This design comes from an exercise in tuning for small area, a short achievable clock period and few clock cycles per item on the open sky130 flow, not from production work.
At most, simulation tests tie the RTL to the original design; equivalence was not proved.
Power figures rest on the tool's default switching activity, not on a simulated workload.

## run 1
// grn_farm
module grn_farm #(
	parameter VECTOR_SIZE = 69,
	parameter LS          = 2,          
	parameter LK          = 1,          
	parameter G           = 6           
) (
	input  logic                   clk,
	input  logic                   rst,
	input  logic                   in_valid,
	input  logic [VECTOR_SIZE-1:0] in_conf,
	output logic                   in_ready,
	output logic                   out_valid,
	output logic [VECTOR_SIZE-1:0] out_conf,
	output logic [31:0]            out_transient,
	output logic [31:0]            out_length
);
localparam int S  = 1 << LS;
localparam int K  = 1 << LK;
localparam int LU = LS + LK;
localparam int CW = 32 - LU;
localparam int EW = 1 + (K - 1) * G;    
localparam logic [1:0] P_EMPTY = 2'd0;
localparam logic [1:0] P_ONE   = 2'd1;     
localparam logic [1:0] P_TWO   = 2'd2;     
localparam logic [1:0] P_DONE  = 2'd3;
logic [1:0]             ph [S];
logic [VECTOR_SIZE-1:0] A  [S];
logic [VECTOR_SIZE-1:0] B  [S];
logic [VECTOR_SIZE-1:0] C  [S];
logic [EW-1:0]          E  [S];     
logic [CW-1:0]          c1 [S];
logic [CW-1:0]          c2 [S];
logic [LU-1:0]          u1 [S];
logic [LU-1:0]          dd [S];     
logic                   bw [S];     
logic                   fresh;      
logic [1:0]             ph_n [S];
logic [VECTOR_SIZE-1:0] A_n  [S];
logic [VECTOR_SIZE-1:0] B_n  [S];
logic [EW-1:0]          E_n  [S];
logic [LU-1:0]          u1_n [S];
logic [LU-1:0]          dd_n [S];
logic                   bw_n [S];
logic [CW-1:0] c1_inc, c2_inc, c2_dec;
assign c1_inc = c1[0] + 1'b1;
assign c2_inc = c2[0] + 1'b1;
assign c2_dec = c2[S-1] - 1'b1;
genvar s, q;
generate
	for (s = 0; s < S; s = s + 1) begin : gen_stage
		localparam int SP = (s + S - 1) % S;    
		logic [VECTOR_SIZE-1:0] a  [K+1];
		logic [VECTOR_SIZE-1:0] b  [K+1];
		logic [VECTOR_SIZE-1:0] bh [K];
		assign a[0] = A[s];
		assign b[0] = B[s];
		for (q = 0; q < K; q = q + 1) begin : gen_sub
			grn_step step_a  (.v(a[q]),  .y(a[q+1]));
  ...
Size in the first run: ~5500 cells after synthesis, ~210 I/O pins, roughly 0.045 mm^2 of cells after synthesis.
==> flow/config.mk <==
export PLATFORM = sky130hd
export DESIGN_NAME = grn_farm
export DESIGN_NICKNAME = grn_farm
export VERILOG_FILES = /design/flow/design.v
export SDC_FILE = /design/flow/constraint.sdc
export NUM_CORES = 4
export LEC_CHECK = 0
export ABC_AREA = 1
export CAP_MARGIN = 20
export CORE_MARGIN = 2
export CORE_UTILIZATION = 45
export CTS_CLUSTER_DIAMETER = 80
export CTS_CLUSTER_SIZE = 25
export PLACE_DENSITY = 0.6
export SETUP_SLACK_MARGIN = 2.6
export SLEW_MARGIN = 20
==> flow/constraint.sdc <==
create_clock -name core_clock -period 5.0 [get_ports {clk}]
set_input_delay 1.0000 -clock core_clock [delete_from_list [all_inputs] [get_ports {clk}]]
set_output_delay 1.0000 -clock core_clock [all_outputs]
set_load 0.01 [all_outputs]
run.sh (not shown) runs the stock make flow with config.mk's settings and CLKGATE_MAP_FILE= SYNTH_SCRIPT=/design/flow/synth_recipe.tcl, a recipe that flattens the netlist after the stock synthesis.
Testbench counts of run 1, summed over its fixed seeds: cycles 6,150, items 1,280.
Modified inputs, run 2 compared to run 1
--- a/flow/config.mk
+++ b/flow/config.mk
@@ -8 +7,0 @@
-export ABC_AREA = 1
@@ -15 +14 @@
-export SETUP_SLACK_MARGIN = 2.6
+export SETUP_SLACK_MARGIN = 2.9
Results
Higher average wire per standard cell goes to run 2 over run 1. Compared with run 1, run 2 shows a higher minimum hold slack. Clock power on run 2 is down relative to run 1. Relative to run 1, logic depth of the worst path, buffers included has gone down in run 2. Min sequential share of layout area across run 2 and run 1: run 1.

The RTL this note starts from:
==> flow/design.v <==
module grn_step (input logic [68:0] v, output logic [68:0] y);
assign y[0] = v[40];
assign y[1] = v[40] & ~ v[32];
assign y[2] = v[35] & ~ (v[36] | v[6]);
assign y[3] = ((v[50] | v[33]) & v[36]) & ~ v[2];
assign y[4] = ~ (v[20] & 0);
assign y[5] = (v[48] | v[31]) & ~ (v[33] | v[36]);
assign y[6] = (v[7] | v[8]) & ~ v[21];
assign y[7] = v[17] & ~ (v[10] | v[32]);
assign y[8] = v[13] & ~ (v[21] | v[32]);
assign y[9] = v[46] & ~ v[47];
assign y[10] = v[31];
assign y[11] = v[42] & v[52];
assign y[12] = (v[4] | v[48] | v[26]) & ~ v[20];
assign y[13] = v[30];
assign y[14] = v[34];
assign y[15] = v[28];
assign y[16] = v[64];
assign y[17] = v[52] | v[16];
assign y[18] = v[15];
assign y[19] = v[59];
assign y[20] = ~ (v[14] | v[2]);
assign y[21] = (v[31] | v[48]) & ~ v[43];
assign y[22] = ~ v[23];
assign y[23] = (v[2] | (v[42] & v[52]));
assign y[24] = v[19] & ~ v[49];
assign y[25] = v[1] | v[29];
assign y[26] = ((v[4] | v[15]) & v[25]) & ~ v[20];
assign y[27] = (v[33] & v[2]) & ~ (v[20] | v[0]);
assign y[28] = v[38] | v[40];
assign y[29] = v[9] | v[51] | v[52];
assign y[30] = (v[3] | v[50] | v[9]) & ~ v[5];
assign y[31] = ~ v[22];
assign y[32] = (v[33] | v[44]) & ~ (v[20] | v[6]);
assign y[33] = (v[37] | v[25] | v[0]) & ~ v[27];
assign y[34] = v[11];
assign y[35] = (v[14] | v[39]) & ~ v[37];
assign y[36] = v[9] & ~ v[2];
assign y[37] = v[33] & ~ (v[31] | v[26]);
assign y[38] = v[9] | v[39];
assign y[39] = v[14] | v[19];
assign y[40] = v[52] & ~ v[41];
assign y[41] = v[31] | v[48];
assign y[42] = v[47];
assign y[43] = v[30];
assign y[44] = v[51] & ~ v[26];
assign y[45] = v[44] | v[31];
assign y[46] = v[33] | v[17];
assign y[47] = v[15] | v[52];
assign y[48] = v[24];
assign y[49] = v[48];
assign y[50] = v[7] & ~ v[5];
assign y[51] = v[57] & ~ v[45];
assign y[52] = v[54];
assign y[53] = (v[62] | v[65]) & ~ v[59];
assign y[54] = v[58];
assign y[55] = v[60] & ~ (v[63] | v[57]);
assign y[56] = (v[61] | v[63]) & ~ (v[62] | v[57] | v[60]);
assign y[57] = v[53];
assign y[58] = (v[63] | v[66]) & ~ v[62];
assign y[59] = v[58] | v[65] | v[31];
assign y[60] = v[65] | v[55];
assign y[61] = v[65] | v[58];
assign y[62] = v[53] | v[55];
assign y[63] = v[56] | v[64];
assign y[64] = v[63] & ~ v[57];
assign y[65] = (v[66] | v[54]) & ~ v[62];
assign y[66] = v[31];
assign y[67] = (v[18] & v[12]) & ~ (v[32] | v[6]);
assign y[68] = v[6];
endmodule
module grn_farm #(
	parameter VECTOR_SIZE = 69,
	parameter LS          = 2,          
	parameter LK          = 1           
) (
	input  logic                   clk,
	input  logic                   rst,
	input  logic                   in_valid,
	input  logic [VECTOR_SIZE-1:0] in_conf,
	output logic                   in_ready,
	output logic                   out_valid,
	output logic [VECTOR_SIZE-1:0] out_conf,
	output logic [31:0]            out_transient,
	output logic [31:0]            out_length
);
localparam int S  = 1 << LS;
localparam int K  = 1 << LK;
localparam int LU = LS + LK;
localparam int CW = 32 - LU;
localparam logic [1:0] P_EMPTY = 2'd0;
localparam logic [1:0] P_ONE   = 2'd1;     
localparam logic [1:0] P_TWO   = 2'd2;     
localparam logic [1:0] P_DONE  = 2'd3;
logic [1:0]             ph [S];
logic [VECTOR_SIZE-1:0] A  [S];
logic [VECTOR_SIZE-1:0] B  [S];
logic [VECTOR_SIZE-1:0] C  [S];
logic [CW-1:0]          c1 [S];
logic [CW-1:0]          c2 [S];
logic [LU-1:0]          u1 [S];
logic [LU-1:0]          dd [S];     
logic                   bw [S];     
logic                   fresh;      
logic [1:0]             ph_n [S];
logic [VECTOR_SIZE-1:0] A_n  [S];
logic [VECTOR_SIZE-1:0] B_n  [S];
logic [LU-1:0]          u1_n [S];
logic [LU-1:0]          dd_n [S];
logic                   bw_n [S];
genvar s, q;
generate
	for (s = 0; s < S; s = s + 1) begin : gen_stage
		logic [VECTOR_SIZE-1:0] a  [K+1];
		logic [VECTOR_SIZE-1:0] b  [K+1];
		logic [VECTOR_SIZE-1:0] bh [K];
		logic [K-1:0]           meet;
		assign a[0] = A[s];
		assign b[0] = B[s];
		for (q = 0; q < K; q = q + 1) begin : gen_sub
			grn_step step_a  (.v(a[q]),  .y(a[q+1]));
			grn_step step_b1 (.v(b[q]),  .y(bh[q]));
			grn_step step_b2 (.v(bh[q]), .y(b[q+1]));
			if (s == 0 && q == 0) begin : g_first
				assign meet[q] = (a[q] == b[q]) && !fresh;
			end else begin : g_rest
				assign meet[q] = (a[q] == b[q]);
			end
		end
		assign A_n[s] = a[K];
		assign B_n[s] = b[K];
		always_comb begin
			logic [1:0] p;
			p       = ph[s];
			u1_n[s] = u1[s];
			dd_n[s] = dd[s];
			bw_n[s] = bw[s];
			for (int k = 0; k < K; k = k + 1) begin
				if (meet[k] && p == P_TWO) begin
					p       = P_DONE;
					dd_n[s] = LU'(K*s + k) - u1_n[s];
					bw_n[s] = LU'(K*s + k) < u1_n[s];
				end
				if (meet[k] && p == P_ONE) begin
					p       = P_TWO;
					u1_n[s] = LU'(K*s + k);
				end
			end
			ph_n[s] = p;
		end
		if (s < S - 1) begin : g_pass
			always_ff @(posedge clk) begin
				if (rst) ph[s+1] <= P_EMPTY;
				else     ph[s+1] <= ph_n[s];
				A[s+1]  <= A_n[s];
				B[s+1]  <= B_n[s];
				C[s+1]  <= C[s];
				if (s == 0) begin
					c1[s+1] <= c1[s] + CW'(ph[s] == P_ONE && !fresh);
					c2[s+1] <= c2[s] + CW'(ph[s] == P_TWO);
				end else begin
					c1[s+1] <= c1[s];
					c2[s+1] <= c2[s];
				end
				u1[s+1] <= u1_n[s];
				dd[s+1] <= dd_n[s];
				bw[s+1] <= bw_n[s];
			end
		end
	end
endgenerate
logic free;
assign in_ready = free;
always_ff @(posedge clk) begin
	if (rst) begin
		free      <= 1'b1;
		ph[0]     <= P_EMPTY;
		out_valid <= 1'b0;
	end else begin
		free      <= (ph_n[S-2] == P_EMPTY) || (ph_n[S-2] == P_DONE);
		ph[0]     <= free ? (in_valid ? P_ONE : P_EMPTY) : ph_n[S-1];
		out_valid <= (ph[S-1] == P_DONE);
	end
	fresh <= free;
	if (free) begin
		A[0]  <= in_conf;
		B[0]  <= in_conf;
		C[0]  <= in_conf;
		c1[0] <= '0;
		c2[0] <= '0;
	end else begin
		A[0]  <= A_n[S-1];
		B[0]  <= B_n[S-1];
		C[0]  <= C[S-1];
		c1[0] <= c1[S-1];
		c2[0] <= c2[S-1];
	end
	u1[0] <= u1_n[S-1];
	dd[0] <= dd_n[S-1];
	bw[0] <= bw_n[S-1];
	out_conf      <= C[S-1];
	out_transient <= {c1[S-1], u1[S-1]};
	out_length    <= {c2[S-1] - CW'(bw[S-1]), dd[S-1]};
end
endmodule
clock: 5.0 ns
lec_check: 0
cap_margin: 20
core_margin: 2
core_utilization: 45
place_density: 0.6
setup_slack_margin: 2.5
slew_margin: 20
The baseline completed with no timing, DRC or antenna violations.
Next try:
--- a/flow/config.mk
+++ b/flow/config.mk
@@ -7,2 +7,3 @@
 export LEC_CHECK = 0
+export ABC_CLOCK_PERIOD_IN_PS = 2500
 export CAP_MARGIN = 20
What happened: Combinational power is about the same. Clock-buffer cell count does not change. Die area does not change. Sequential power barely changes. Via count stays the same. Critical path depth stays the same. Clock power stays flat. Total power is unchanged.
Next try:
--- a/flow/config.mk
+++ b/flow/config.mk
@@ -7,3 +7,3 @@
 export LEC_CHECK = 0
-export ABC_CLOCK_PERIOD_IN_PS = 2500
+export ABC_CLOCK_PERIOD_IN_PS = 1500
 export CAP_MARGIN = 20
@@ -11,2 +11,4 @@
 export CORE_UTILIZATION = 45
+export CTS_CLUSTER_DIAMETER = 80
+export CTS_CLUSTER_SIZE = 25
 export PLACE_DENSITY = 0.6
Setup slack is worse by 0.035 ns.
Combinational power went down by about 1%.
Design area went down by 5.0%.
Clock skew barely changes.
Non-clock buffer count went down by 16.
Total power went down by 15%.
Synthesized area is unchanged.
Final cell count went down by 2.5%.
Wire length went down by 0.85%.
No run of this note included a check of the RTL's function; only the layout flow was run.

job 3945:
grn_farm, a different RTL version from the one above (not shown whole).
Size: ~4400 cells after synthesis, roughly 210 I/O pins.
Settings: LEC_CHECK=0, CAP_MARGIN=20, CORE_MARGIN=2, CORE_UTILIZATION=50, CTS_CLUSTER_DIAMETER=80, CTS_CLUSTER_SIZE=25, PLACE_DENSITY=0.65, SETUP_SLACK_MARGIN=2.9, SLEW_MARGIN=20; clock period 5.0 ns.
Input-level comparison between job 8669 and job 3945:
Settings: a change of CORE_UTILIZATION from 50 to 45; a change of PLACE_DENSITY from 0.65 to 0.6; a change of SETUP_SLACK_MARGIN from 2.9 to 2.8.
--- outcome ---
- Job 8669 against job 3945: number of nets in the final layout moved down; fraction of met1 tracks used by global routing fell 3.1 points.
- Of the two values seen for capture point of the worst path, E[1][0] was produced by job 8669 and E[3][1] by job 3945.
- Measured against job 8669, the die area of job 3945 comes out at 0.901 times the reference value.
diff inputs: job 8669 => job 2730
Settings: SETUP_SLACK_MARGIN now 2.9, was 2.8.
--- outcome ---
- [job 2730 vs job 8669] met3 track utilization from global routing: lower in job 2730
- The wire length in job 2730 sits 3.8 mm above the value recorded for job 8669.
- Sort job 2730 and job 8669 by worst setup slack before clock tree synthesis, descending, and job 2730 comes first.
- Diff job 8669..job 2730 | worst hold slack after final layout | negligible
- Lower sequential share of layout area among job 2730 and job 8669: job 2730
- Taking job 8669 as the reference point, the post-cts gate resize count of job 2730 rises by 65.
- The depth of the worst register-to-register path reported for job 2730 is smaller than that of job 8669 by 1.
- Comparing the two runs side by side, job 2730 comes out ahead of job 8669 on fmax.
- Job 2730 ends up with lower shortest clock period the worst path allows after layout than job 8669 does.
- Comparing job 2730 and job 8669, the lower maximum cell stage delay along the critical path is on job 2730.
- On final design utilization: between job 2730 and job 8669, it ends up lower for job 8669.
No functional check of the RTL was part of any run of this note.

RTL: one of the versions met above, not the one the previous note started from.
For scale: about 4300 cells after synthesis, ~1200 flip-flops, ~43000 um^2 of cells after synthesis.
clock: 5.0 ns
lec_check: 0
cap_margin: 20
core_margin: 2
core_utilization: 45
cts_cluster_diameter: 80
cts_cluster_size: 25
place_density: 0.6
setup_slack_margin: 3.2
slew_margin: 20
Testbench counts at the start, summed over its fixed seeds: cycles 6,150, items 1,280.
Next try:
--- a/flow/config.mk
+++ b/flow/config.mk
@@ -9,7 +9,7 @@
 export CORE_MARGIN = 2
-export CORE_UTILIZATION = 45
+export CORE_UTILIZATION = 60
 export CTS_CLUSTER_DIAMETER = 80
 export CTS_CLUSTER_SIZE = 25
-export PLACE_DENSITY = 0.6
-export SETUP_SLACK_MARGIN = 3.2
+export PLACE_DENSITY = 0.7
+export SETUP_SLACK_MARGIN = 2.9
 export SLEW_MARGIN = 20
The changed run completed without violations.
Cell area drops by 8.3%.
Die area falls by 25%.
Hold slack is worse by 0.0032 ns.
Wire length goes down by 0.73%.
Cell count is lower by 7.8%.
Non-clock buffer count came out lower by 134.
Next try:
--- a/flow/config.mk
+++ b/flow/config.mk
@@ -9,7 +9,7 @@
 export CORE_MARGIN = 2
-export CORE_UTILIZATION = 60
+export CORE_UTILIZATION = 45
 export CTS_CLUSTER_DIAMETER = 80
 export CTS_CLUSTER_SIZE = 25
-export PLACE_DENSITY = 0.7
-export SETUP_SLACK_MARGIN = 2.9
+export PLACE_DENSITY = 0.6
+export SETUP_SLACK_MARGIN = 2.6
 export SLEW_MARGIN = 20
=> Fmax decreases by about 4%; routed wire length went down by 3.4%; setup slack gets worse by 0.093 ns; core utilization came out lower by 18 points; cell area decreases by about 1%; non-clock buffer count is lower by 26; register-to-register slack is worse by 0.09 ns; die area came out higher by about 33%.
Next try:
--- a/flow/config.mk
+++ b/flow/config.mk
@@ -13,3 +13,3 @@
 export PLACE_DENSITY = 0.6
-export SETUP_SLACK_MARGIN = 2.6
+export SETUP_SLACK_MARGIN = 3.0
 export SLEW_MARGIN = 20
The new run ran to the end with no violations. Count of clock-buffer cells in the layout decreases by 6. Global-route usage fell by 0.19 points. Hold slack stays flat. Combinational power rises by 6.4%. Via count increases by 0.56%. Total power barely changes. Clock power falls by 5.9%. Worst setup slack improves by 0.26 ns.

-- re-timing with driven ports --
Ports are ideal in the flow. The routed layouts listed here were re-timed in OpenROAD. Step 1: set_driving_cell puts a clkbuf_16 on clk and a buf_2 on each other input, an assumption about the parent block. Step 2 moves the port delays by t, midway between the first and last clock arrival at a register: inputs arrive t later, outputs are due t later. That takes back most of the time a late clock gives input paths. Slacks: no drivers / after step 1 / after step 2; pairs: no drivers / after step 1.
| run | t, ns | setup slack, ns | worst register clock-pin slew, ns | worst slew at a driven data input, ns |
|---|---|---|---|---|
| run 1 | 0.790 | 2.608 / 2.567 / 2.608 | 0.11 / 0.11 | 0.09 |
| run 2 | 0.766 | 2.782 / 2.716 / 2.595 | 0.10 / 0.10 | 0.11 |
| the first run of note 2 | 0.798 | 2.030 / 2.030 / 2.030 | 0.08 / 0.08 | 0.09 |
| the second run of note 2 | 0.798 | 2.030 / 2.030 / 2.030 | 0.08 / 0.08 | 0.09 |
| the third run of note 2 | 0.778 | 1.995 / 1.995 / 1.995 | 0.11 / 0.11 | 0.08 |
| job 3945 | 0.771 | 2.772 / 2.706 / 2.304 | 0.11 / 0.11 | 0.07 |
| job 8669 | 0.790 | 2.642 / 2.642 / 2.515 | 0.11 / 0.11 | 0.09 |
| job 2730 | 0.786 | 2.798 / 2.716 / 2.430 | 0.11 / 0.11 | 0.07 |
| the first run of note 4 | 0.742 | 2.813 / 2.745 / 2.729 | 0.11 / 0.11 | 0.09 |
| the second run of note 4 | 0.747 | 2.631 / 2.631 / 2.631 | 0.11 / 0.11 | 0.08 |
| the third run of note 4 | 0.740 | 2.537 / 2.537 / 2.537 | 0.11 / 0.11 | 0.13 |
| the fourth run of note 4 | 0.773 | 2.795 / 2.727 / 2.731 | 0.11 / 0.11 | 0.10 |
After both steps setup and hold are still met in every run listed. For job 3945, which loses most, drivers alone change the setup slack by -0.066 ns; drivers and shift together by -0.468 ns.
